From an optimization exercise on the open Yosys and OpenROAD flow, aimed at small area; shortcuts taken in it are not production practice. In this exercise RTL edits were held to simulation tests only and were not proved equivalent to the original. No run shown here takes its clock network from TritonCTS; it comes from the design's own scripts or RTL. No driver is modelled on the clock port, so clock power and skew are understated where the tree is cut down; a real chip needs a root buffer or a tree. Power is estimated from default activity; no workload was simulated.

===== flow/config.mk =====
export PLATFORM = sky130hd
export DESIGN_NAME = Matrix_Calculator
export DESIGN_NICKNAME = Matrix_Calculator
export VERILOG_FILES = /design/flow/design.v
export SDC_FILE = /design/flow/constraint.sdc
export NUM_CORES = 4
export LEC_CHECK = 0
export CAP_MARGIN = 20
export CORE_MARGIN = 2
export CORE_UTILIZATION = 45
export PLACE_DENSITY = 0.6
export SLEW_MARGIN = 20
export SYNTH_HIERARCHICAL = 1
export SYNTH_MINIMUM_KEEP_SIZE = 0

===== flow/constraint.sdc =====
create_clock -name core_clock -period 10.0 [get_ports {clk}]
set_input_delay 2.0000 -clock core_clock [delete_from_list [all_inputs] [get_ports {clk}]]
set_output_delay 2.0000 -clock core_clock [all_outputs]
set_load 0.01 [all_outputs]

===== flow/design.v =====
`default_nettype none
`default_nettype none
`default_nettype none
`default_nettype none
module Matrix_Calculator
    (input logic [7:0] data_in,
     input logic enter, sw,
     input logic [1:0] operation,
     input logic clk, rst,
     output logic [4:0] data_out,
     output logic finish, error,
     output logic [3:0] index);
    logic enter_d, sw_d;
    logic enter_pulse, switch_pulse;
    logic [4:0] c;
    logic done;
    logic accept, second;     
    logic [3:0] low_nib;
    logic [1:0] op;
    logic invalid, step, rot_a, rot_b;
    always_ff @(posedge clk) begin
        enter_d <= enter;
        sw_d <= sw;
        low_nib <= data_in[3:0];
    end
    assign enter_pulse = enter & ~enter_d;
    assign switch_pulse = sw & ~sw_d;
    assign accept = enter_pulse & ~done & ~rst;
    always_ff @(posedge clk) begin
        second <= accept;
        if (accept)
            op <= operation;
    end
    assign invalid = ~op[1] & op[0];
    assign finish = done & ~invalid;
    assign error = invalid & (done | (second & (&c[3:0])));
    assign step = finish & switch_pulse;
    always_ff @(posedge clk) begin
        if (rst) begin
            c <= 5'd0;
            done <= 1'b0;
        end else begin
            if ((second & ~done) | step)
                c[3:0] <= c[3:0] + 4'd1;
            if (step & (&c[3:0]))
                c[4] <= ~c[4];
            if (second & (&c[3:0]))
                done <= 1'b1;
        end
    end
    assign index = done ? c[4:1] : 4'd0;
    assign rot_b = step & c[0];
    assign rot_a = rot_b & c[1] & c[2];
    logic [7:0] pa [0:3];     
    logic [7:0] qa [0:3];     
    logic en_pa, en_qa;
    assign en_pa = (accept & ~c[3] & ~c[0]) | rot_a;
    assign en_qa = (accept & ~c[3] & c[0]) | rot_a;
    always_ff @(posedge clk) begin
        if (en_pa) begin
            pa[0] <= done ? pa[3] : data_in;
            pa[1] <= pa[0];
            pa[2] <= pa[1];
            pa[3] <= pa[2];
        end
        if (en_qa) begin
            qa[0] <= done ? qa[3] : data_in;
            qa[1] <= qa[0];
            qa[2] <= qa[1];
            qa[3] <= qa[2];
        end
    end
    logic [3:0] rb [0:3][0:3];
    logic [3:0] nib_in;
    assign nib_in = second ? low_nib : data_in[7:4];
    genvar gk;
    generate
        for (gk = 0; gk < 4; gk++) begin : brow
            logic en;
            assign en = ((accept | second) & c[3] & (c[2:1] == gk)) | rot_b;
            always_ff @(posedge clk) begin
                if (en) begin
                    rb[gk][0] <= done ? rb[gk][3] : nib_in;
                    rb[gk][1] <= rb[gk][0];
                    rb[gk][2] <= rb[gk][1];
                    rb[gk][3] <= rb[gk][2];
                end
            end
        end
    endgenerate
    logic [3:0] ak [0:3];
    logic [3:0] bk [0:3];
    assign ak[0] = pa[3][7:4];
    assign ak[1] = pa[3][3:0];
    assign ak[2] = qa[3][7:4];
    assign ak[3] = qa[3][3:0];
    assign bk[0] = rb[0][3];
    assign bk[1] = rb[1][3];
    assign bk[2] = rb[2][3];
    assign bk[3] = rb[3][3];
    logic [9:0] prod;
    logic pp1;
    logic pp2;
    logic pp3;
    logic pp4;
    logic pp5;
    logic pp6;
    logic pp7;
    logic pp8;
    logic pp9;
    logic pp10;
    logic pp11;
    logic pp12;
    logic pp13;
    logic pp14;
    logic pp15;
    logic pp16;
    logic pp17;
    logic pp18;
    logic pp19;
    logic pp20;
    logic pp21;
    logic pp22;
    logic pp23;
    logic pp24;
    logic pp25;
    logic pp26;
    logic pp27;
    logic pp28;
    logic pp29;
    logic pp30;
    logic pp31;
    logic pp32;
    logic pp33;
    logic pp34;
    logic pp35;
    logic pp36;
    logic pp37;
    logic pp38;
    logic pp39;
    logic pp40;
    logic pp41;
    logic pp42;
    logic pp43;
    logic pp44;
    logic pp45;
    logic pp46;
    logic pp47;
    logic pp48;
    logic pp49;
    logic pp50;
    logic pp51;
    logic pp52;
    logic pp53;
    logic pp54;
    logic pp55;
    logic pp56;
    logic pp57;
    logic pp58;
    logic pp59;
    logic pp60;
    logic pp61;
    logic pp62;
    logic pp63;
    logic pp64;
    logic s65;
    logic c66;
    logic s67;
    logic c68;
    logic s69;
    logic c70;
    logic s71;
    logic c72;
    logic s73;
    logic c74;
    logic s75;
    logic c76;
    logic s77;
    logic c78;
    logic s79;
    logic c80;
    logic s81;
    logic c82;
    logic s83;
    logic c84;
    logic s85;
    logic c86;
    logic s87;
    logic c88;
    logic s89;
    logic c90;
    logic s91;
    logic c92;
    logic s93;
    logic c94;
    logic s95;
    logic c96;
    logic s97;
    logic c98;
    logic s99;
    logic c100;
    logic s101;
    logic c102;
    logic s103;
    logic c104;
    logic s105;
    logic c106;
    logic s107;
    logic c108;
    logic s109;
    logic c110;
    logic s111;
    logic c112;
    logic s113;
    logic c114;
    logic s115;
    logic c116;
    logic s117;
    logic c118;
    logic s119;
    logic c120;
    logic s121;
    logic c122;
    logic s123;
    logic c124;
    logic s125;
    logic c126;
    logic s127;
    logic c128;
    logic s129;
    logic c130;
    logic s131;
    logic c132;
    logic s133;
    logic c134;
    logic s135;
    logic c136;
    logic s137;
    logic c138;
    logic s139;
    logic c140;
    logic s141;
    logic c142;
    logic s143;
    logic c144;
    logic s145;
    logic c146;
    logic s147;
    logic c148;
    logic s149;
    logic c150;
    logic s151;
    logic c152;
    logic s153;
    logic c154;
    logic s155;
    logic c156;
    logic s157;
    logic c158;
    logic s159;
    logic c160;
    logic s161;
    logic c162;
    logic s163;
    logic c164;
    logic s165;
    logic c166;
    logic s167;
    logic c168;
    logic s169;
    logic c170;
    logic s171;
    logic c172;
    logic s173;
    logic c174;
    logic s175;
    logic c176;
    logic s177;
    logic c178;
    logic s179;
    logic c180;
    logic s181;
    logic c182;
    logic s183;
    logic c184;
    assign pp1 = ~(ak[0][0] & bk[0][0]);
    assign pp2 = ~(ak[0][0] & bk[0][1]);
    assign pp3 = ~(ak[0][0] & bk[0][2]);
    assign pp4 = ~(ak[0][0] & bk[0][3]);
    assign pp5 = ~(ak[0][1] & bk[0][0]);
    assign pp6 = ~(ak[0][1] & bk[0][1]);
    assign pp7 = ~(ak[0][1] & bk[0][2]);
    assign pp8 = ~(ak[0][1] & bk[0][3]);
    assign pp9 = ~(ak[0][2] & bk[0][0]);
    assign pp10 = ~(ak[0][2] & bk[0][1]);
    assign pp11 = ~(ak[0][2] & bk[0][2]);
    assign pp12 = ~(ak[0][2] & bk[0][3]);
    assign pp13 = ~(ak[0][3] & bk[0][0]);
    assign pp14 = ~(ak[0][3] & bk[0][1]);
    assign pp15 = ~(ak[0][3] & bk[0][2]);
    assign pp16 = ~(ak[0][3] & bk[0][3]);
    assign pp17 = ~(ak[1][0] & bk[1][0]);
    assign pp18 = ~(ak[1][0] & bk[1][1]);
    assign pp19 = ~(ak[1][0] & bk[1][2]);
    assign pp20 = ~(ak[1][0] & bk[1][3]);
    assign pp21 = ~(ak[1][1] & bk[1][0]);
    assign pp22 = ~(ak[1][1] & bk[1][1]);
    assign pp23 = ~(ak[1][1] & bk[1][2]);
    assign pp24 = ~(ak[1][1] & bk[1][3]);
    assign pp25 = ~(ak[1][2] & bk[1][0]);
    assign pp26 = ~(ak[1][2] & bk[1][1]);
    assign pp27 = ~(ak[1][2] & bk[1][2]);
    assign pp28 = ~(ak[1][2] & bk[1][3]);
    assign pp29 = ~(ak[1][3] & bk[1][0]);
    assign pp30 = ~(ak[1][3] & bk[1][1]);
    assign pp31 = ~(ak[1][3] & bk[1][2]);
    assign pp32 = ~(ak[1][3] & bk[1][3]);
    assign pp33 = ~(ak[2][0] & bk[2][0]);
    assign pp34 = ~(ak[2][0] & bk[2][1]);
    assign pp35 = ~(ak[2][0] & bk[2][2]);
    assign pp36 = ~(ak[2][0] & bk[2][3]);
    assign pp37 = ~(ak[2][1] & bk[2][0]);
    assign pp38 = ~(ak[2][1] & bk[2][1]);
    assign pp39 = ~(ak[2][1] & bk[2][2]);
    assign pp40 = ~(ak[2][1] & bk[2][3]);
    assign pp41 = ~(ak[2][2] & bk[2][0]);
    assign pp42 = ~(ak[2][2] & bk[2][1]);
    assign pp43 = ~(ak[2][2] & bk[2][2]);
    assign pp44 = ~(ak[2][2] & bk[2][3]);
    assign pp45 = ~(ak[2][3] & bk[2][0]);
    assign pp46 = ~(ak[2][3] & bk[2][1]);
    assign pp47 = ~(ak[2][3] & bk[2][2]);
    assign pp48 = ~(ak[2][3] & bk[2][3]);
    assign pp49 = ~(ak[3][0] & bk[3][0]);
    assign pp50 = ~(ak[3][0] & bk[3][1]);
    assign pp51 = ~(ak[3][0] & bk[3][2]);
    assign pp52 = ~(ak[3][0] & bk[3][3]);
    assign pp53 = ~(ak[3][1] & bk[3][0]);
    assign pp54 = ~(ak[3][1] & bk[3][1]);
    assign pp55 = ~(ak[3][1] & bk[3][2]);
    assign pp56 = ~(ak[3][1] & bk[3][3]);
    assign pp57 = ~(ak[3][2] & bk[3][0]);
    assign pp58 = ~(ak[3][2] & bk[3][1]);
    assign pp59 = ~(ak[3][2] & bk[3][2]);
    assign pp60 = ~(ak[3][2] & bk[3][3]);
    assign pp61 = ~(ak[3][3] & bk[3][0]);
    assign pp62 = ~(ak[3][3] & bk[3][1]);
    assign pp63 = ~(ak[3][3] & bk[3][2]);
    assign pp64 = ~(ak[3][3] & bk[3][3]);
    FullAdder fa66 (.a(pp1), .b(pp17), .c(pp33), .s(s65), .co(c66));
    InvHalfAdder ha68 (.a(pp49), .b(s65), .s(s67), .co(c68));
    FullAdder fa70 (.a(pp2), .b(pp5), .c(pp18), .s(s69), .co(c70));
    FullAdder fa72 (.a(pp21), .b(pp34), .c(pp37), .s(s71), .co(c72));
    FullAdder fa74 (.a(pp50), .b(pp53), .c(c66), .s(s73), .co(c74));
    FullAdder fa76 (.a(s69), .b(s71), .c(c68), .s(s75), .co(c76));
    InvHalfAdder ha78 (.a(s73), .b(s75), .s(s77), .co(c78));
    FullAdder fa80 (.a(pp3), .b(pp6), .c(pp9), .s(s79), .co(c80));
    FullAdder fa82 (.a(pp19), .b(pp22), .c(pp25), .s(s81), .co(c82));
    FullAdder fa84 (.a(pp35), .b(pp38), .c(pp41), .s(s83), .co(c84));
    FullAdder fa86 (.a(pp51), .b(pp54), .c(pp57), .s(s85), .co(c86));
    FullAdder fa88 (.a(c70), .b(c72), .c(s79), .s(s87), .co(c88));
    FullAdder fa90 (.a(s81), .b(s83), .c(s85), .s(s89), .co(c90));
    FullAdder fa92 (.a(c74), .b(s87), .c(s89), .s(s91), .co(c92));
    FullAdder fa94 (.a(c76), .b(c78), .c(s91), .s(s93), .co(c94));
    FullAdder fa96 (.a(pp4), .b(pp7), .c(pp10), .s(s95), .co(c96));
    FullAdder fa98 (.a(pp13), .b(pp20), .c(pp23), .s(s97), .co(c98));
    FullAdder fa100 (.a(pp26), .b(pp29), .c(pp36), .s(s99), .co(c100));
    FullAdder fa102 (.a(pp39), .b(pp42), .c(pp45), .s(s101), .co(c102));
    FullAdder fa104 (.a(pp52), .b(pp55), .c(pp58), .s(s103), .co(c104));
    FullAdder fa106 (.a(pp61), .b(c80), .c(c82), .s(s105), .co(c106));
    FullAdder fa108 (.a(c84), .b(c86), .c(s95), .s(s107), .co(c108));
    FullAdder fa110 (.a(s97), .b(s99), .c(s101), .s(s109), .co(c110));
    FullAdder fa112 (.a(s103), .b(c88), .c(c90), .s(s111), .co(c112));
    FullAdder fa114 (.a(s105), .b(s107), .c(s109), .s(s113), .co(c114));
    FullAdder fa116 (.a(c92), .b(s111), .c(s113), .s(s115), .co(c116));
    InvHalfAdder ha118 (.a(c94), .b(s115), .s(s117), .co(c118));
    FullAdder fa120 (.a(pp8), .b(pp11), .c(pp14), .s(s119), .co(c120));
    FullAdder fa122 (.a(pp24), .b(pp27), .c(pp30), .s(s121), .co(c122));
    FullAdder fa124 (.a(pp40), .b(pp43), .c(pp46), .s(s123), .co(c124));
    FullAdder fa126 (.a(pp56), .b(pp59), .c(pp62), .s(s125), .co(c126));
    FullAdder fa128 (.a(c96), .b(c98), .c(c100), .s(s127), .co(c128));
    FullAdder fa130 (.a(c102), .b(c104), .c(s119), .s(s129), .co(c130));
    FullAdder fa132 (.a(s121), .b(s123), .c(s125), .s(s131), .co(c132));
    FullAdder fa134 (.a(c106), .b(c108), .c(c110), .s(s133), .co(c134));
    FullAdder fa136 (.a(s127), .b(s129), .c(s131), .s(s135), .co(c136));
    FullAdder fa138 (.a(c112), .b(c114), .c(s133), .s(s137), .co(c138));
    FullAdder fa140 (.a(s135), .b(c116), .c(s137), .s(s139), .co(c140));
    InvHalfAdder ha142 (.a(c118), .b(s139), .s(s141), .co(c142));
    FullAdder fa144 (.a(pp12), .b(pp15), .c(pp28), .s(s143), .co(c144));
    FullAdder fa146 (.a(pp31), .b(pp44), .c(pp47), .s(s145), .co(c146));
    FullAdder fa148 (.a(pp60), .b(pp63), .c(c120), .s(s147), .co(c148));
    FullAdder fa150 (.a(c122), .b(c124), .c(c126), .s(s149), .co(c150));
    FullAdder fa152 (.a(s143), .b(s145), .c(c128), .s(s151), .co(c152));
    FullAdder fa154 (.a(c130), .b(c132), .c(s147), .s(s153), .co(c154));
    FullAdder fa156 (.a(s149), .b(c134), .c(c136), .s(s155), .co(c156));
    FullAdder fa158 (.a(s151), .b(s153), .c(c138), .s(s157), .co(c158));
    FullAdder fa160 (.a(s155), .b(c140), .c(s157), .s(s159), .co(c160));
    InvHalfAdder ha162 (.a(c142), .b(s159), .s(s161), .co(c162));
    FullAdder fa164 (.a(pp16), .b(pp32), .c(pp48), .s(s163), .co(c164));
    FullAdder fa166 (.a(pp64), .b(c144), .c(c146), .s(s165), .co(c166));
    FullAdder fa168 (.a(s163), .b(c148), .c(c150), .s(s167), .co(c168));
    FullAdder fa170 (.a(s165), .b(c152), .c(c154), .s(s169), .co(c170));
    FullAdder fa172 (.a(s167), .b(c156), .c(s169), .s(s171), .co(c172));
    FullAdder fa174 (.a(c158), .b(s171), .c(c160), .s(s173), .co(c174));
    InvHalfAdder ha176 (.a(c162), .b(s173), .s(s175), .co(c176));
    FullAdder fa178 (.a(c164), .b(c166), .c(c168), .s(s177), .co(c178));
    FullAdder fa180 (.a(c170), .b(s177), .c(c172), .s(s179), .co(c180));
    FullAdder fa182 (.a(s179), .b(c174), .c(c176), .s(s181), .co(c182));
    FullAdder fa184 (.a(c178), .b(c180), .c(c182), .s(s183), .co(c184));
    assign prod = {~c184, ~s183, ~s181, ~s175, ~s161, ~s141, ~s117, ~s93, ~s77, ~s67};
    logic [3:0] aij, bij;
    assign aij = ak[c[2:1]];
    assign bij = bk[c[4:3]];
    logic [4:0] sum;
    assign sum = op[0] ? {1'b0, aij} - {1'b0, bij} : {1'b0, aij} + {1'b0, bij};
    always_comb begin
        if (op[1])
            data_out = c[0] ? sum : 5'd0;
        else
            data_out = c[0] ? prod[4:0] : prod[9:5];
    end
endmodule
module FullAdder (input logic a, b, c, output logic s, co);
    assign s = a ^ b ^ c;
    assign co = (a & b) | (a & c) | (b & c);
endmodule
module InvHalfAdder (input logic a, b, output logic s, co);
    Xnor2 x (.a(a), .b(b), .y(s));
    assign co = a | b;
endmodule
module Xnor2 (input logic a, b, output logic y);
    assign y = ~(a ^ b);
endmodule

===== flow/flow/run.sh =====
#!/bin/bash
# The standard layout with two changes: port buffers are buf_1, and the clock
# tree is built by manual_cts.tcl (a balanced two-level tree of clkbuf
# cells) instead of TritonCTS. Each tool's full output goes to the ORFS logs
# under orfs/logs; make's own output goes to make.log here.
set -euo pipefail
cd "$(dirname "$0")/.."

bash standard.sh \
  "BUFFER_PORTS_ARGS=-buffer_cell sky130_fd_sc_hd__buf_1" \
  "PRE_CTS_TCL=$PWD/flow/manual_cts.tcl" \
  finish > make.log 2>&1

===== flow/flow/manual_cts.tcl =====
# Used as PRE_CTS_TCL in place of TritonCTS: a two-level clock tree. The
# clock port drives NTOP buffers; each drives an equal share of NLEAF leaf
# buffers; each leaf buffer drives an equal share of the flip-flops. Groups
# come from recursive bisection of the placed locations, cutting the longer
# side of each group's bounding box.
set NTOP 2
set NLEAF 10
set TOPBUF sky130_fd_sc_hd__clkbuf_4
set LEAFBUF sky130_fd_sc_hd__clkbuf_8

proc mcts_split {items n} {
  if {$n <= 1} { return [list $items] }
  set xs {}; set ys {}
  foreach s $items { lappend xs [lindex $s 1]; lappend ys [lindex $s 2] }
  set xs [lsort -real $xs]; set ys [lsort -real $ys]
  set w [expr {[lindex $xs end] - [lindex $xs 0]}]
  set h [expr {[lindex $ys end] - [lindex $ys 0]}]
  set sorted [lsort -real -index [expr {$w >= $h ? 1 : 2}] $items]
  set n1 [expr {$n / 2}]
  set cut [expr {int(round([llength $sorted] * double($n1) / $n))}]
  return [concat [mcts_split [lrange $sorted 0 [expr {$cut - 1}]] $n1] \
                 [mcts_split [lrange $sorted $cut end] [expr {$n - $n1}]]]
}

proc mcts_buffer {block master name innet items} {
  set sx 0; set sy 0
  foreach s $items { set sx [expr {$sx + [lindex $s 1]}]; set sy [expr {$sy + [lindex $s 2]}] }
  set m [llength $items]
  set cx [expr {$sx / $m}]; set cy [expr {$sy / $m}]
  set net [odb::dbNet_create $block "${name}_net"]
  $net setSigType CLOCK
  set inst [odb::dbInst_create $block $master $name]
  $inst setLocation [expr {int($cx)}] [expr {int($cy)}]
  $inst setPlacementStatus PLACED
  [$inst findITerm A] connect $innet
  [$inst findITerm X] connect $net
  foreach s $items {
    set it [lindex $s 0]
    $it disconnect
    $it connect $net
  }
  puts "manual_cts: $name ([$master getName]) drives $m pins"
  return [list [$inst findITerm A] $cx $cy]
}

proc manual_cts {ntop nleaf topbuf leafbuf} {
  set block [ord::get_db_block]
  set clk [$block findNet clk]
  set tm [[ord::get_db] findMaster $topbuf]
  set lm [[ord::get_db] findMaster $leafbuf]
  set sinks {}
  foreach it [$clk getITerms] {
    set b [[$it getInst] getBBox]
    lappend sinks [list $it [expr {([$b xMin] + [$b xMax]) / 2.0}] [expr {([$b yMin] + [$b yMax]) / 2.0}]]
  }
  set leaves {}
  set k 0
  foreach group [mcts_split $sinks $nleaf] {
    lappend leaves [mcts_buffer $block $lm "clkbuf_leaf$k" $clk $group]
    incr k
  }
  set t 0
  foreach group [mcts_split $leaves $ntop] {
    mcts_buffer $block $tm "clkbuf_top$t" $clk $group
    incr t
  }
}

manual_cts $NTOP $NLEAF $TOPBUF $LEAFBUF
rename clock_tree_synthesis __tritoncts_unused
proc clock_tree_synthesis {args} {
  set_propagated_clock [all_clocks]
}

===== flow/standard.sh =====
#!/bin/bash
# synth_recipe.tcl (not shown) runs the flow's synth.tcl, then flattens the netlist and writes it again
# the make line also repeats each setting of config.mk as NAME=value (left out here)
make -C /OpenROAD-flow-scripts/flow DESIGN_CONFIG=/design/flow/config.mk WORK_HOME=/design/flow/orfs CLKGATE_MAP_FILE= SYNTH_SCRIPT=/design/flow/synth_recipe.tcl "${@:-finish}"

==> impl_metrics.yaml, run 1 <==
pwr:
  power.internal_uw: 787
  switching_share_pct: 21.4
  peakVddDrop_mv: 0.0895
  p_clk_share_pct: 26.5
  pwr-share-seq_pct: 65.9
  power.density_nw_per_um2: 138
  leakage_nw: 2.39
  combPwrFrac_pct: 7.7
  power_mw: 1.00
  switchingPower_uw: 214
final_layout:
  fin_cells: 671
  syn2layout_area_growth_pct: 6.99
  final_util_pct: 49.5
  nNetsFinal: 562
  design_area_um2: 7220
  multi_input_area_um2: 2460
  n_antenna_cell: 0
  n_fill_cell: 1243
  final-seq-area_um2: 4160
  drive_gt1_share_pct: 6.37
routing:
  wl_per_cell_um: 19.9
  via_per_inst: 5.37
  dr.pass1.iters: 4
  postRouteAntennaNets: 0
  wl_um: 13300
  dr_total_vias: 3602
  drt_iter0_markers: 235
  drcViolationCount: 0
worst_hold_path:
  min_to: "pa[3][2]$_DFFE_PP_"
  hold_path_depth: 0
  min-delay-start: "pa[2][2]$_DFFE_PP_"
  holdCritPathClass: "flop to flop"
synthesis:
  syn_area_per_cell_um2: 14.7
  synthCells: 458
  synth_seq_area_share_pct: 61.7
  synth_fp_nets: 531
  yosysUniqueCellTypes: 38
  syn-cell-area_um2: 6750
  yosys_warnings: 12
  ys_ff_latch: 143
floorplanning:
  core_area_um2: 14600
  io_pins: 25
  die_width_um: 126
  initial_utilization_pct: 46.3
  die-height_um: 126
  die_area_um2: 16000
  row_count: 44
timing:
  setup_viol: 0
  skew_ps: 50.1
  layout_setup_ws_ps: 2080
  worst_pin_slew_ps: 897
  finalHoldViolCount: 0
  fmax_mhz: 126
  min_period_ps: 7920
  slew_violations: 0
  finalSetupTns_ps: 0
  whs_ps: 373
  slew_headroom_pct: 39.8
  rsz0062_at_grt: "false"
  min_period_over_period_pct: 79.2
clock_network:
  worstSkewPairLatency_ps: 410
  postCtsHoldBufs: 0
  cts_setup_buffers: 0
  clk_pin_slew_ps: 120
  cts_resized: 0
flow_run:
  cap_violations: 0
setup_path:
  r2r-end: "rb[9][1]$_DFFE_PP_"
  rr_startpoint: "done$_SDFFE_PP0P_"
  reg2reg_slack_ps: 7470
  criticalPathCategory: "flop to output port"
  cp-start-kind: "flop"
  crit_arrival_ps: 5920
  endpoint_kind: "output port"
  crit_required_ps: 8000
  r2r_cells: 7
  critPathMaxFanout: 6
global_route:
  grt_usage_pct: 17.1
  antenna_found_initial: 0
  grt-ovfl-total: 0
  grt_start_max_net_pins: 55
  grt_pass1_wl_um: 21400
  grt_pass1_vias: 3823
status:
  status: "complete, no violations"
placement:
  gp_congestion: 0.862
  dp_hpwl_um: 9450
  place_area_um2: 7070
  portBuffers: 24
  dp_slack_ps: 2500
  dp.cells: 659
==> layout by cell type, fill, tap and decap left out, types with 2 or more instances in the layout <==
cell / Yosys / layout
a211oi_1: 4 / 4
a21o_1: 2 / 2
a21oi_1: 17 / 17
a41oi_1: 2 / 2
and2_1: 4 / 4
buf_1: 1 / 24
buf_4: 0 / 6
clkbuf_4: 0 / 2
clkbuf_8: 0 / 10
dfxtp_1: 13 / 13
edfxtp_1: 130 / 130
fa_1: 55 / 55
ha_1: 4 / 4
inv_1: 20 / 20
mux2i_1: 5 / 5
mux4_2: 7 / 7
nand2_1: 108 / 108
nand2b_1: 9 / 9
nand4_1: 2 / 2
nor2_1: 10 / 10
nor2b_1: 7 / 6
nor3b_1: 2 / 2
o21ai_0: 8 / 6
or2_1: 6 / 6
xnor2_1: 10 / 10
xor2_1: 7 / 7
==> worst max-delay path, cell delays in order (launching register included) <==
cell	delay, ps
edfxtp_1	520
nand2_1	120
fa_1	600
fa_1	460
fa_1	430
fa_1	480
fa_1	410
fa_1	420
fa_1	480
or2_1	260
fa_1	390
fa_1	450
nor3_1	180
nor2_1	70
o21ai_0	80
buf_1	170
==> sequential cells by signal, summed over array words and instances, names as in the netlist <==
register  flops
qa           32
enter_d       1
done          1
second        1
c             5
low_nib       4
rb           64
op            2
pa           32
sw_d          1
==> cell usage after synthesis, drive strengths merged <==
library cell	count	share of area [%]
nor3	1	0.074
o31ai	2	0.22
edfxtp	130	58
o21ai	8	0.59
nor2	10	0.56
a41oi	2	0.26
ha	4	0.74
a21o	2	0.22
and2	5	0.48
mux2i	5	0.74
mux4	8	2.7
clkbuf	10	0.56
nor3b	2	0.22
nor4b	1	0.13
a31oi	1	0.093
or2	7	0.65
or2b	1	0.11
nor2b	7	0.65
nand2b	9	0.83
nand4	2	0.19
o41ai	1	0.24
inv	20	1.1
a21oi	17	1.3
and4	1	0.13
a32oi	1	0.13
xnor2	10	1.3
a211oi	4	0.44
dfxtp	13	3.9
o2bb2ai	1	0.13
nand2	108	6.0
fa	55	16
xor2	7	0.91
buf	3	0.30
==> per-module statistics from Yosys, one instance, submodules excluded <==
module             cell area (µm²)  flops+latches  cells  copies in the design
Xnor2                         8.76              0      1                     6
FullAdder                     20.0              0      1                    54
InvHalfAdder                  6.26              0      1                     6
Matrix_Calculator             5580            143    392                     1
==> power by group through the flow <==
stage | Clock (mW) | Sequential [mW] | Combinational (mW)
2_1_floorplan | 0 | 0.669 | 0.0561
3_3_place_gp | 0 | 0.672 | 0.0763
3_5_place_dp | 0 | 0.672 | 0.0780
4_1_cts | 0.277 | 0.659 | 0.0782
5_1_grt | 0.299 | 0.660 | 0.0866
6_report | 0.265 | 0.659 | 0.0768
==> kinds of logic (layout without fill, tap and decap cells) <==
kind of cell | after synthesis | count (layout) | synth area share (%)
xor+xnor | 17 | 17 | 2.21
simple gates | 154 | 154 | 10.0
buf+inv | 33 | 62 | 1.96
compound gates | 39 | 39 | 3.60
fa+ha+maj | 59 | 59 | 17.1
mux | 13 | 13 | 3.47
flops | 143 | 143 | 61.7
==> layout make-up <==
| cell class | instances | area share [%] |
|---|---|---|
| inverter | 20 | 1.04 |
| multi-input combinational | 282 | 34.1 |
| buffer | 12 | 2.11 |
| timing repair buffer | 30 | 1.87 |
| sequential | 143 | 57.7 |
| tap | 184 | 3.19 |
==> worst max-delay path by stage <==
stage / startpoint / endpoint / slack [ps] / cells past startpoint
finish: rb[3][2]$_DFFE_PP_ / data_out[3] / 2080 / 15
CTS: pa[3][0]$_DFFE_PP_ / data_out[3] / 2070 / 15
floorplan: rb[3][0]$_DFFE_PP_ / data_out[3] / 2970 / 14
global route: pa[3][0]$_DFFE_PP_ / data_out[3] / 1870 / 15
global placement: pa[3][4]$_DFFE_PP_ / data_out[3] / 2560 / 15
detailed placement: pa[3][4]$_DFFE_PP_ / data_out[3] / 2500 / 15
==> per-layer routing <==
| layer | up-vias | global-route usage [%] | wire, µm |
|---|---|---|---|
| li1 | 1637 | - | - |
| met1 | 1843 | 25.6 | 5980 |
| met2 | 97 | 26.5 | 6150 |
| met3 | 25 | 1.98 | 719 |
| met4 | 0 | 5.56 | 478 |
| met5 | - | 0 | 0 |
==> run 2, diff against run 1 <==
--- a/flow/flow/manual_cts.tcl
+++ b/flow/flow/manual_cts.tcl
@@ -4,7 +4,7 @@
 # come from recursive bisection of the placed locations, cutting the longer
 # side of each group's bounding box.
 set NTOP 2
-set NLEAF 10
+set NLEAF 11
 set TOPBUF sky130_fd_sc_hd__clkbuf_4
 set LEAFBUF sky130_fd_sc_hd__clkbuf_8
 
==> impl_metrics.yaml, run 2 <==
setup_path:
  cp-start-kind: "flop"
  crit_arrival_ps: 5920
  critPathMaxFanout: 6
  crit_required_ps: 8000
  slowest_delay_ps: 600
  crit_chain: "nand2_1 > fa_1 > fa_1 > fa_1 > fa_1 > fa_1 > fa_1 > fa_1 > or2_1 > fa_1 > fa_1 > nor3_1 > nor2_1 > o21ai_0 > buf_1"
  cpMaxStageDelayCell: "fa_1"
  endpoint_kind: "output port"
  path_delay_family: "adder cells"
  cp.buffers_inverters: 1
  crit_top_cell: "fa_1"
  criticalPathCategory: "flop to output port"
placement:
  portBuffers: 24
  dp.cells: 659
  gp_congestion: 0.862
  place_area_um2: 7070
  dp_hpwl_um: 9450
  dp_slack_ps: 2500
pwr:
  switching_share_pct: 21.6
  power_mw: 1.01
  leakage_nw: 2.40
  switchingPower_uw: 219
  pwr-share-seq_pct: 65.0
  combPwrFrac_pct: 7.5
  power.internal_uw: 795
  peakVddDrop_mv: 0.0760
  p_clk_share_pct: 27.5
  power.density_nw_per_um2: 140
timing:
  slew_violations: 0
  worst_pin_slew_ps: 886
  fmax_mhz: 126
  skew_ps: 20.9
  min_period_ps: 7920
  slew_headroom_pct: 40.6
  setup_viol: 0
  rsz0062_at_grt: "false"
  finalSetupTns_ps: 0
  whs_ps: 418
  finalHoldViolCount: 0
  layout_setup_ws_ps: 2080
  min_period_over_period_pct: 79.2
final_layout:
  largest_register_ffs: 64
  layout.cells.most_common: "edfxtp_1"
  final_cell_mix: "edfxtp_1 (130), nand2_1 (108), fa_1 (55)"
  n_fill_cell: 1242
  fin_cells: 673
  largest_register: "rb"
  nNetsFinal: 563
  design_area_um2: 7240
  final_util_pct: 49.6
  reg_top3: "rb x64, pa x32, qa x32"
  syn2layout_area_growth_pct: 7.23
  drive_gt1_share_pct: 6.56
global_route:
  grt_pass1_wl_um: 21300
  antenna_found_initial: 1
  grt_start_max_net_pins: 55
  grt-ovfl-total: 0
  grt_usage_pct: 17.1
  grt_pass1_vias: 3822
synthesis:
  synthXorXnorAreaFrac_pct: 2.21
  synth_fa_ha_area_share_pct: 17.1
  yosys_most_used_dff: "edfxtp_1"
  yosys_warnings: 12
  ys_ff_latch: 143
  synth_fp_nets: 531
  synth-edff-count: 130
  synth_largest_area_cell: "edfxtp_1"
  synthCells: 458
  synthMuxAreaShare_pct: 3.47
  synth_seq_area_share_pct: 61.7
  yosysUniqueCellTypes: 38
  synth.most_common_cell: "edfxtp_1"
  synth-async-reset-ratio_pct: 0
  synth_top_area_share_pct: 57.8
  ys_top_cells_by_area: "edfxtp_1 (58%), fa_1 (16%), nand2_1 (6.0%)"
  synth_top_family_by_area: "adder cells"
  syn_area_per_cell_um2: 14.7
  yosys.area_share.simple_pct: 10.0
  ys_top_cells_by_count: "edfxtp_1 (130), nand2_1 (108), fa_1 (55), inv_1 (20), a21oi_1 (17)"
  syn-cell-area_um2: 6750
  synth-compound-area-share_pct: 3.60
clock_network:
  postCtsHoldBufs: 0
  worstSkewPairLatency_ps: 400
  clk_pin_slew_ps: 100
  cts_resized: 0
  cts_setup_buffers: 0
routing:
  dr_total_vias: 3583
  wl_um: 13400
  wl_per_cell_um: 19.9
  postRouteAntennaNets: 0
  dr.pass1.iters: 5
  via_per_inst: 5.32
  drt_iter0_markers: 257
  drcViolationCount: 0
floorplanning:
  core_area_um2: 14600
  row_count: 44
  die-height_um: 126
  die_area_um2: 16000
  die_width_um: 126
  io_pins: 25
  initial_utilization_pct: 46.3
flow_run:
  cap_violations: 0
worst_hold_path:
  holdCritPathClass: "flop to flop"
status:
  status: "complete, no violations"
-- run 2: cell counts after synthesis --
No cell type changed its count.
-- run 2: modules after synthesis, one instance, submodules excluded --
module	times used	cells inside	area, µm²	flip-flops and latches
InvHalfAdder	6	1	6.26	0
Xnor2	6	1	8.76	0
FullAdder	54	1	20.0	0
Matrix_Calculator	1	392	5580	143
-- run 2: kinds of logic after synthesis --
logic type,Yosys count
AO/OA/AOI/OAI,39
XOR/XNOR,17
adder cells (fa/ha/maj),59
buffers and inverters,33
flip-flops,143
multiplexers,13
AND/OR/NAND/NOR,154
-- run 2: final cells by class --
class,instances,area (µm²),area share (%)
Antenna cell,1,2.50,0.0346
Timing Repair Buffer,30,135,1.87
Sequential cell,143,4160,57.5
Inverter,20,75.1,1.04
Multi-Input combinational cell,282,2460,34.1
Tap cell,184,230,3.18
Buffer,13,166,2.30
-- run 2: power groups by stage --
stage | clock network (mW) | registers, mW | logic (mW)
after detailed placement | 0 | 0.672 | 0.0780
after global placement | 0 | 0.672 | 0.0763
after floorplan | 0 | 0.669 | 0.0561
after CTS | 0.290 | 0.659 | 0.0782
after global routing | 0.310 | 0.659 | 0.0866
final | 0.279 | 0.659 | 0.0765
-- run 2: path summary, 6_finish.rpt --
kind              cells past startpoint                  end                start  slack (ps)
setup / recovery                     15          data_out[3]   pa[3][5]$_DFFE_PP_        2080
hold reg to reg                       0  rb[13][1]$_DFFE_PP_  rb[12][1]$_DFFE_PP_         420
hold / removal                        0  rb[13][1]$_DFFE_PP_  rb[12][1]$_DFFE_PP_         420
setup reg to reg                      7   rb[9][3]$_DFFE_PP_    done$_SDFFE_PP0P_        7440
-- run 2: metal layers --
layer	wire length, µm	GRT usage [%]	vias to the layer above
li1	-	-	1639
met1	6090	25.6	1813
met2	6180	26.6	101
met3	666	1.64	30
met4	483	5.88	0
met5	0	0	-
==> run 3, diff against run 2 <==
--- a/flow/design.v
+++ b/flow/design.v
@@ -412,7 +412,11 @@
     assign aij = ak[c[2:1]];
     assign bij = bk[c[4:3]];
     logic [4:0] sum;
-    assign sum = op[0] ? {1'b0, aij} - {1'b0, bij} : {1'b0, aij} + {1'b0, bij};
+    logic [3:0] bx;
+    logic [4:0] s4;
+    assign bx = bij ^ {4{op[0]}};
+    assign s4 = {1'b0, aij} + {1'b0, bx} + {4'd0, op[0]};
+    assign sum = {s4[4] ^ op[0], s4[3:0]};
     always_comb begin
         if (op[1])
             data_out = c[0] ? sum : 5'd0;
--- a/flow/config.mk
+++ b/flow/config.mk
@@ -5,10 +5,10 @@
 export SDC_FILE = /design/flow/constraint.sdc
 export NUM_CORES = 4
 export LEC_CHECK = 0
-export CAP_MARGIN = 20
+export CAP_MARGIN = 0
 export CORE_MARGIN = 2
 export CORE_UTILIZATION = 45
 export PLACE_DENSITY = 0.6
-export SLEW_MARGIN = 20
+export SLEW_MARGIN = 0
 export SYNTH_HIERARCHICAL = 1
 export SYNTH_MINIMUM_KEEP_SIZE = 0
==> impl_metrics.yaml, run 3 <==
placement:
  dp.cells: 651
  gp_congestion: 0.828
  portBuffers: 24
  dp_hpwl_um: 9280
  dp_slack_ps: 2470
timing:
  worst_pin_slew_ps: 959
  min_period_ps: 7940
  layout_setup_ws_ps: 2060
  skew_ps: 16.6
  slew_headroom_pct: 35.7
  finalSetupTns_ps: 0
  setup_viol: 0
  rsz0062_at_grt: "false"
  min_period_over_period_pct: 79.4
  slew_violations: 0
  fmax_mhz: 126
  finalHoldViolCount: 0
routing:
  dr.pass1.iters: 5
  drcViolationCount: 0
  drt_iter0_markers: 337
  via_per_inst: 5.31
  postRouteAntennaNets: 0
  dr_total_vias: 3526
  wl_um: 13100
  wl_per_cell_um: 19.7
global_route:
  grt_usage_pct: 16.5
  grt-ovfl-total: 0
  antenna_found_initial: 0
  grt_start_max_net_pins: 55
  grt_pass1_wl_um: 20500
  grt_pass1_vias: 3639
floorplanning:
  initial_utilization_pct: 46.2
  die_area_um2: 16000
  row_count: 44
  io_pins: 25
  core_area_um2: 14600
  die_width_um: 126
  die-height_um: 126
synthesis:
  ys_top_cells_by_count: "edfxtp_1 (130), nand2_1 (101), fa_1 (55), a21oi_1 (19), inv_1 (19)"
  synthMuxAreaShare_pct: 3.55
  synth_seq_area_share_pct: 61.8
  synth.most_common_cell: "edfxtp_1"
  yosys_most_used_dff: "edfxtp_1"
  yosys_warnings: 12
  synth-compound-area-share_pct: 3.72
  synth_top_area_share_pct: 58.0
  synth_fp_nets: 524
  yosys.area_share.simple_pct: 9.57
  synth_top_family_by_area: "adder cells"
  synth_fa_ha_area_share_pct: 17.1
  ys_ff_latch: 143
  synth_largest_area_cell: "edfxtp_1"
  synthXorXnorAreaFrac_pct: 2.21
  syn_area_per_cell_um2: 14.9
  syn-cell-area_um2: 6730
  ys_top_cells_by_area: "edfxtp_1 (58%), fa_1 (16%), nand2_1 (5.6%)"
  synthCells: 451
  yosysUniqueCellTypes: 39
  synth-async-reset-ratio_pct: 0
  synth-edff-count: 130
worst_hold_path:
  holdCritPathClass: "flop to flop"
status:
  status: "complete, no violations"
setup_path:
  cp-start-kind: "flop"
  crit_required_ps: 8000
  critPathMaxFanout: 6
  endpoint_kind: "output port"
  crit_arrival_ps: 5940
  criticalPathCategory: "flop to output port"
final_layout:
  n_fill_cell: 1258
  final-seq-area_um2: 4160
  layout.cells.most_common: "edfxtp_1"
  largest_register: "rb"
  nNetsFinal: 555
  final_cell_mix: "edfxtp_1 (130), nand2_1 (101), fa_1 (55)"
  n_antenna_cell: 0
  multi_input_area_um2: 2440
  drive_gt1_share_pct: 7.08
  fin_cells: 664
  syn2layout_area_growth_pct: 7.21
  reg_top3: "rb x64, pa x32, qa x32"
  largest_register_ffs: 64
pwr:
  power_mw: 1.01
  peakVddDrop_mv: 0.0597
  power.density_nw_per_um2: 140
  leakage_nw: 2.37
clock_network:
  clk_pin_slew_ps: 90
  postCtsHoldBufs: 0
  cts_resized: 0
  worstSkewPairLatency_ps: 380
  cts_setup_buffers: 0
flow_run:
  cap_violations: 0
==> run 3: cell types whose count changed after synthesis, moves of 2 or more <==
cell / change
mux4_1: +2
mux4_2: -2
mux2_2: +2
xor2_1: -2
mux2i_1: -4
o21ai_0: -4
o22ai_1: +4
xnor2_1: +2
nand2_1: -7
a21oi_1: +2
==> run 3: routing by layer <==
metal / track usage, % / share of wire [%]
met1: 24.5 / 46
met2: 27.2 / 48
met3: 2.02 / 4.8
met4: 2.39 / 1.7
met5: 0 / 0
==> run 3: worst paths after layout <==
path / startpoint / endpoint / slack, ps / cells past startpoint
worst max-delay path: pa[3][0]$_DFFE_PP_ / data_out[3] / 2060 / 14
worst min-delay path: rb[10][2]$_DFFE_PP_ / rb[11][2]$_DFFE_PP_ / 420 / 0
worst max register to register: done$_SDFFE_PP0P_ / rb[7][2]$_DFFE_PP_ / 7400 / 7
worst min register to register: rb[10][2]$_DFFE_PP_ / rb[11][2]$_DFFE_PP_ / 420 / 0
==> run 3: layout make-up <==
type | count | area share [%]
flip-flops and latches | 143 | 57.7
multi-input cells | 274 | 33.9
well taps | 184 | 3.19
plain buffers | 13 | 2.31
repair buffers | 31 | 1.98
inverters | 19 | 0.988
==> run 3: Yosys stat by module (local to each module, per instance) <==
module	cell area, µm²	times used	cells inside
InvHalfAdder	6.26	6	1
FullAdder	20.0	54	1
Matrix_Calculator	5560	1	385
Xnor2	8.76	6	1
==> run 3: cells by family after synthesis <==
kind of cell    after synthesis
flops                       143
xor+xnor                     17
simple gates                147
compound gates               39
fa+ha+maj                    59
buf+inv                      34
mux                          12
==> run 3: stage by stage <==
stage / utilization (%) / cell area [µm²] / hold WS [ps]
finish: 49.5 / 7220 / 416
global route: 49.5 / 7220 / 427
CTS: 49.5 / 7220 / 421
detailed placement: 48.3 / 7050 / 405
global placement: 48.3 / 7050 / 401
floorplan: - / 6730 / 400
==> run 3: power breakdown <==
part           switching [mW]  leakage (nW)  internal, mW  total (mW)
Sequential            0.00574          1.28         0.653       0.659
Clock                   0.166        0.0883         0.108       0.274
Combinational          0.0435          1.00        0.0361      0.0797
==> run 3: worst max-delay path, stage by stage (launching register included) <==
cell and delay [ps]:
edfxtp_1 560, nand2_1 140, fa_1 510, fa_1 570
fa_1 430, fa_1 400, fa_1 420, fa_1 420
fa_1 470, or2_1 260, fa_1 390, fa_1 500
nor3_1 50, a311o_1 330, buf_1 130
==> run 4, diff against run 3 <==
--- a/flow/config.mk
+++ b/flow/config.mk
@@ -5,10 +5,10 @@
 export SDC_FILE = /design/flow/constraint.sdc
 export NUM_CORES = 4
 export LEC_CHECK = 0
-export CAP_MARGIN = 0
+export CAP_MARGIN = 20
 export CORE_MARGIN = 2
 export CORE_UTILIZATION = 45
 export PLACE_DENSITY = 0.6
-export SLEW_MARGIN = 0
+export SLEW_MARGIN = 20
 export SYNTH_HIERARCHICAL = 1
 export SYNTH_MINIMUM_KEEP_SIZE = 0
==> impl_metrics.yaml, run 4 <==
routing:
  dr.pass1.iters: 5
  wl_per_cell_um: 19.7
  postRouteAntennaNets: 0
  drt_iter0_markers: 337
  drcViolationCount: 0
  dr_total_vias: 3526
  wl_um: 13100
  via_per_inst: 5.31
synthesis:
  yosysUniqueCellTypes: 39
  yosys_warnings: 12
  synth-async-reset-ratio_pct: 0
  synth_top_area_share_pct: 58.0
  syn-cell-area_um2: 6730
  ys_top_cells_by_area: "edfxtp_1 (58%), fa_1 (16%), nand2_1 (5.6%)"
  ys_top_cells_by_count: "edfxtp_1 (130), nand2_1 (101), fa_1 (55), a21oi_1 (19), inv_1 (19)"
  syn_area_per_cell_um2: 14.9
  synth-edff-count: 130
  yosys_most_used_dff: "edfxtp_1"
  synthCells: 451
  synth_largest_area_cell: "edfxtp_1"
  synth_fp_nets: 524
  ys_ff_latch: 143
  synth.most_common_cell: "edfxtp_1"
  synth_seq_area_share_pct: 61.8
placement:
  gp_congestion: 0.828
  portBuffers: 24
  place_area_um2: 7050
  dp_hpwl_um: 9280
  dp.cells: 651
final_layout:
  design_area_um2: 7220
  layout.cells.most_common: "edfxtp_1"
  n_antenna_cell: 0
  largest_register: "rb"
  reg_top3: "rb x64, pa x32, qa x32"
  fin_cells: 664
  nNetsFinal: 555
  drive_gt1_share_pct: 7.08
  final-seq-area_um2: 4160
  multi_input_area_um2: 2440
  n_fill_cell: 1258
  final_cell_mix: "edfxtp_1 (130), nand2_1 (101), fa_1 (55)"
  largest_register_ffs: 64
  syn2layout_area_growth_pct: 7.21
setup_path:
  crit_arrival_ps: 5940
  endpoint_kind: "output port"
  crit_required_ps: 8000
  rr_startpoint: "done$_SDFFE_PP0P_"
  critPathMaxFanout: 6
  crit_start: "pa[3][0]$_DFFE_PP_"
  cp-start-kind: "flop"
  criticalPathCategory: "flop to output port"
timing:
  skew_ps: 16.6
  setup_viol: 0
  worst_pin_slew_ps: 959
  min_period_over_period_pct: 79.4
  slew_violations: 0
  min_period_ps: 7940
  finalHoldViolCount: 0
  finalSetupTns_ps: 0
  rsz0062_at_grt: "false"
  slew_headroom_pct: 35.7
  fmax_mhz: 126
pwr:
  switching_share_pct: 21.3
  power_mw: 1.01
  power.internal_uw: 797
  power.density_nw_per_um2: 140
  combPwrFrac_pct: 7.9
  pwr-share-seq_pct: 65.1
  leakage_nw: 2.37
  peakVddDrop_mv: 0.0597
  p_clk_share_pct: 27.0
  switchingPower_uw: 215
clock_network:
  postCtsHoldBufs: 0
  cts_resized: 0
  worstSkewPairLatency_ps: 380
  cts_setup_buffers: 0
  clk_pin_slew_ps: 90
floorplanning:
  die_width_um: 126
  die-height_um: 126
  die_area_um2: 16000
  io_pins: 25
  initial_utilization_pct: 46.2
  core_area_um2: 14600
  row_count: 44
worst_hold_path:
  holdCritPathClass: "flop to flop"
  min-delay-start: "rb[10][2]$_DFFE_PP_"
global_route:
  antenna_found_initial: 0
  grt_pass1_vias: 3639
  grt_pass1_wl_um: 20500
  grt-ovfl-total: 0
  grt_start_max_net_pins: 55
  grt_usage_pct: 16.5
status:
  status: "complete, no violations"
flow_run:
  cap_violations: 0
==> run 4: cell counts after synthesis <==
Identical to the previous run, type by type.
==> run 4: cell families (layout without fill, tap and decap cells) <==
| kind of cell | Yosys count | count (layout) | synth area share [%] |
|---|---|---|---|
| flops | 143 | 143 | 61.8 |
| compound gates | 39 | 39 | 3.72 |
| mux | 12 | 12 | 3.55 |
| fa+ha+maj | 59 | 59 | 17.1 |
| xor+xnor | 17 | 17 | 2.21 |
| buf+inv | 34 | 63 | 2.03 |
| simple gates | 147 | 147 | 9.57 |
==> run 4: path summary, 6_finish.rpt <==
check / slack [ps] / endpoint / cells after the start
min reg2reg: 420 / rb[11][2]$_DFFE_PP_ / 0
max reg2reg: 7400 / rb[7][2]$_DFFE_PP_ / 7
min: 420 / rb[11][2]$_DFFE_PP_ / 0
max: 2060 / data_out[3] / 14
==> run 4: layout make-up <==
cell class,instances,area share [%]
tap,184,3.19
timing repair buffer,31,1.98
multi-input combinational,274,33.9
sequential,143,57.7
inverter,19,0.988
buffer,13,2.31
==> run 4: critical path: stages, from the launching register on <==
cell      delay (ps)
edfxtp_1         560
nand2_1          140
fa_1             510
fa_1             570
fa_1             430
fa_1             400
fa_1             420
fa_1             420
fa_1             470
or2_1            260
fa_1             390
fa_1             500
nor3_1            50
a311o_1          330
buf_1            130
==> run 4: through the flow <==
| stage | hold WS [ps] | util [%] | worst slack (ps) |
|---|---|---|---|
| finish | 416 | 49.5 | 2060 |
| global route | 427 | 49.5 | 1850 |
| CTS | 421 | 49.5 | 2040 |
| detailed placement | 405 | 48.3 | 2470 |
| global placement | 401 | 48.3 | 2510 |
| floorplan | 400 | - | 2860 |
==> run 4: metal layers <==
metal	vias up	GRT usage, %	share of wire (%)
met2	92	27.2	48
met4	0	2.39	1.7
met1	1798	24.5	46
met3	18	2.02	4.8
li1	1618	-	-
met5	-	0	0
==> run 4: modules after synthesis, one instance, submodules excluded <==
| module | flip-flops and latches | cells inside | cell area (µm²) | copies in the design |
|---|---|---|---|---|
| Xnor2 | 0 | 1 | 8.76 | 6 |
| InvHalfAdder | 0 | 1 | 6.26 | 6 |
| FullAdder | 0 | 1 | 20.0 | 54 |
| Matrix_Calculator | 143 | 385 | 5560 | 1 |
==> run 4: power by group through the flow <==
| stage | clock network [mW] | logic (mW) | registers [mW] |
|---|---|---|---|
| after global routing | 0.306 | 0.0906 | 0.659 |
| after global placement | 0 | 0.0795 | 0.672 |
| after detailed placement | 0 | 0.0810 | 0.672 |
| after floorplan | 0 | 0.0591 | 0.669 |
| final | 0.274 | 0.0797 | 0.659 |
| after CTS | 0.287 | 0.0814 | 0.659 |
==> run 5, diff against run 4 <==
--- a/flow/flow/manual_cts.tcl
+++ b/flow/flow/manual_cts.tcl
@@ -4,7 +4,7 @@
 # come from recursive bisection of the placed locations, cutting the longer
 # side of each group's bounding box.
 set NTOP 2
-set NLEAF 11
+set NLEAF 8
 set TOPBUF sky130_fd_sc_hd__clkbuf_4
 set LEAFBUF sky130_fd_sc_hd__clkbuf_8
 
--- a/flow/config.mk
+++ b/flow/config.mk
@@ -8,7 +8,7 @@
 export CAP_MARGIN = 20
 export CORE_MARGIN = 2
 export CORE_UTILIZATION = 45
-export PLACE_DENSITY = 0.6
+export PLACE_DENSITY = 0.85
 export SLEW_MARGIN = 20
 export SYNTH_HIERARCHICAL = 1
 export SYNTH_MINIMUM_KEEP_SIZE = 0
==> impl_metrics.yaml, run 5 <==
pwr:
  p_clk_share_pct: 24.6
  power_uw: 980
  switchingPower_uw: 208
  combPwrFrac_pct: 8.2
  power.density_nw_per_um2: 136
  pwr-share-seq_pct: 67.2
  leakage_nw: 2.35
  power.internal_uw: 771
  switching_share_pct: 21.3
  peakVddDrop_mv: 0.103
synthesis:
  syn-cell-area_um2: 6730
  yosys_most_used_dff: "edfxtp_1"
  synth_fp_nets: 524
  synth-async-reset-ratio_pct: 0
  syn_area_per_cell_um2: 14.9
  synth_top_area_share_pct: 58.0
  synth_seq_area_share_pct: 61.8
  synthCells: 451
  synth-edff-count: 130
  ys_top_cells_by_count: "edfxtp_1 (130), nand2_1 (101), fa_1 (55), a21oi_1 (19), inv_1 (19)"
  yosysUniqueCellTypes: 39
  yosys_warnings: 12
  synth_largest_area_cell: "edfxtp_1"
  ys_ff_latch: 143
  ys_top_cells_by_area: "edfxtp_1 (58%), fa_1 (16%), nand2_1 (5.6%)"
  synth.most_common_cell: "edfxtp_1"
setup_path:
  cp.buffers_inverters: 1
  crit_arrival_ps: 6030
  slowest_delay_ps: 570
  critPathMaxFanout: 6
  crit_top_cell: "fa_1"
  cpMaxStageDelayCell: "edfxtp_1"
  rr_startpoint: "done$_SDFFE_PP0P_"
  criticalPathCategory: "flop to output port"
  crit_start: "rb[7][2]$_DFFE_PP_"
  cp-start-kind: "flop"
  crit_required_ps: 8000
  endpoint_kind: "output port"
  crit_chain: "nand2_1 > fa_1 > fa_1 > fa_1 > fa_1 > fa_1 > fa_1 > fa_1 > or2_1 > fa_1 > fa_1 > nor3_1 > a311o_1 > buf_1"
  path_delay_family: "adder cells"
clock_network:
  cts_resized: 0
  worstSkewPairLatency_ps: 390
  postCtsHoldBufs: 0
  cts_setup_buffers: 0
  clk_pin_slew_ps: 100
final_layout:
  largest_register_ffs: 64
  multi_input_area_um2: 2440
  nNetsFinal: 552
  layout.cells.most_common: "edfxtp_1"
  final-seq-area_um2: 4160
  n_antenna_cell: 0
  n_fill_cell: 1222
  reg_top3: "rb x64, pa x32, qa x32"
  final_cell_mix: "edfxtp_1 (130), nand2_1 (101), fa_1 (55)"
  drive_gt1_share_pct: 6.50
  largest_register: "rb"
  syn2layout_area_growth_pct: 6.60
worst_hold_path:
  holdCritPathClass: "flop to flop"
  min-delay-start: "rb[1][2]$_DFFE_PP_"
timing:
  finalSetupTns_ps: 0
  skew_ps: 31.8
  slew_violations: 0
  worst_pin_slew_ps: 822
  min_period_over_period_pct: 80.3
  fmax_mhz: 124
  setup_viol: 0
  layout_setup_ws_ps: 1970
  finalHoldViolCount: 0
  min_period_ps: 8030
  slew_headroom_pct: 44.9
  rsz0062_at_grt: "false"
routing:
  drcViolationCount: 0
  drt_iter0_markers: 426
  postRouteAntennaNets: 0
  wl_um: 13500
  via_per_inst: 5.55
  dr_total_vias: 3667
  dr.pass1.iters: 5
  wl_per_cell_um: 20.4
floorplanning:
  initial_utilization_pct: 46.2
  io_pins: 25
  row_count: 44
  die_area_um2: 16000
  core_area_um2: 14600
  die-height_um: 126
  die_width_um: 126
global_route:
  grt-ovfl-total: 0
  grt_pass1_wl_um: 20700
  grt_start_max_net_pins: 55
  grt_usage_pct: 16.5
  grt_pass1_vias: 3746
  antenna_found_initial: 0
placement:
  portBuffers: 24
  dp_slack_ps: 2380
  dp_hpwl_um: 9940
  gp_congestion: 0.953
flow_run:
  cap_violations: 0
status:
  status: "complete, no violations"
## run 5: area by class of cell
type                       instances  share of cell area (%)
sequential                       143                    58.0
multi-input combinational        274                    34.1
tap                              184                    3.21
timing repair buffer              31                    1.99
buffer                            10                    1.74
inverter                          19                   0.994
## run 5: power groups by stage
stage	combinational, mW	sequential (mW)	clock, mW
after detailed placement	0.0806	0.672	0
after global routing	0.0885	0.659	0.264
final	0.0801	0.659	0.241
after global placement	0.0758	0.672	0
after CTS	0.0807	0.659	0.246
after floorplan	0.0591	0.669	0
## run 5: metal layers
metal  GRT usage, %  vias up  share of wire (%)
met5              0        -                  0
met4           2.91        0                2.0
met3           2.45       30                8.9
met2           26.5      177                 46
met1           24.8     1850                 43
li1               -     1610                  -
## run 5: per-module statistics from Yosys (local to each module, per instance)
| module | flops+latches | cell area (µm²) | times used | cells inside |
|---|---|---|---|---|
| Matrix_Calculator | 143 | 5560 | 1 | 385 |
| FullAdder | 0 | 20.0 | 54 | 1 |
| Xnor2 | 0 | 8.76 | 6 | 1 |
| InvHalfAdder | 0 | 6.26 | 6 | 1 |
## run 5: worst paths after layout
| path | endpoint | slack (ps) | cells past startpoint |
|---|---|---|---|
| worst min-delay path | rb[2][2]$_DFFE_PP_ | 410 | 0 |
| worst max-delay path | data_out[3] | 1970 | 14 |
| worst min register to register | rb[2][2]$_DFFE_PP_ | 410 | 0 |
| worst max register to register | rb[4][3]$_DFFE_PP_ | 7430 | 7 |
## run 5: logic make-up after synthesis
group / Yosys count / synth area share [%]
and+or+nand+nor: 147 / 9.57
xor gates and xnor gates: 17 / 2.21
buffers and inverters: 34 / 2.03
DFF: 143 / 61.8
AOI/OAI and AO/OA: 39 / 3.72
adders and majority gates: 59 / 17.1
muxes: 12 / 3.55
## run 5: per-stage QoR
stage	util [%]	hold slack (ps)	cell area [µm²]	cells
after global placement	48.3	401	7050	651
after global routing	49.2	433	7180	661
after CTS	49.2	421	7180	661
after detailed placement	48.3	405	7050	651
final	49.2	410	7180	661
after floorplan	-	400	6730	451

==> separate check: timing with driven ports <==
The results above use ideal ports. As a check the final layouts listed here were re-extracted and re-timed, cells and wires unchanged.
Step 1 (the two cells are an assumption about what drives the block):
set clk [get_ports {clk}]
set_driving_cell -lib_cell sky130_fd_sc_hd__clkbuf_16 $clk
set_driving_cell -lib_cell sky130_fd_sc_hd__buf_2 [delete_from_list [all_inputs] $clk]
Step 2 times the ports against the registers' clock, not the clock port: input delays grow and output delays shrink by t, the midpoint of the rising clock arrivals with the driver on.
Three values: ideal, step 1, step 2; two values: the first two.
run	t, ns	setup slack, ns	clock arrival spread, ns	worst data-port slew with drivers (ns)
run 1	0.434	2.081 / 2.036 / 2.470	0.050 / 0.050	0.03
run 2	0.433	2.084 / 2.040 / 2.473	0.021 / 0.021	0.03
run 3	0.421	2.055 / 2.010 / 2.431	0.017 / 0.017	0.04
run 4	0.421	2.055 / 2.010 / 2.431	0.017 / 0.017	0.04
run 5	0.417	1.966 / 1.923 / 2.340	0.034 / 0.034	0.03
After both steps setup and hold are still met in every run listed.
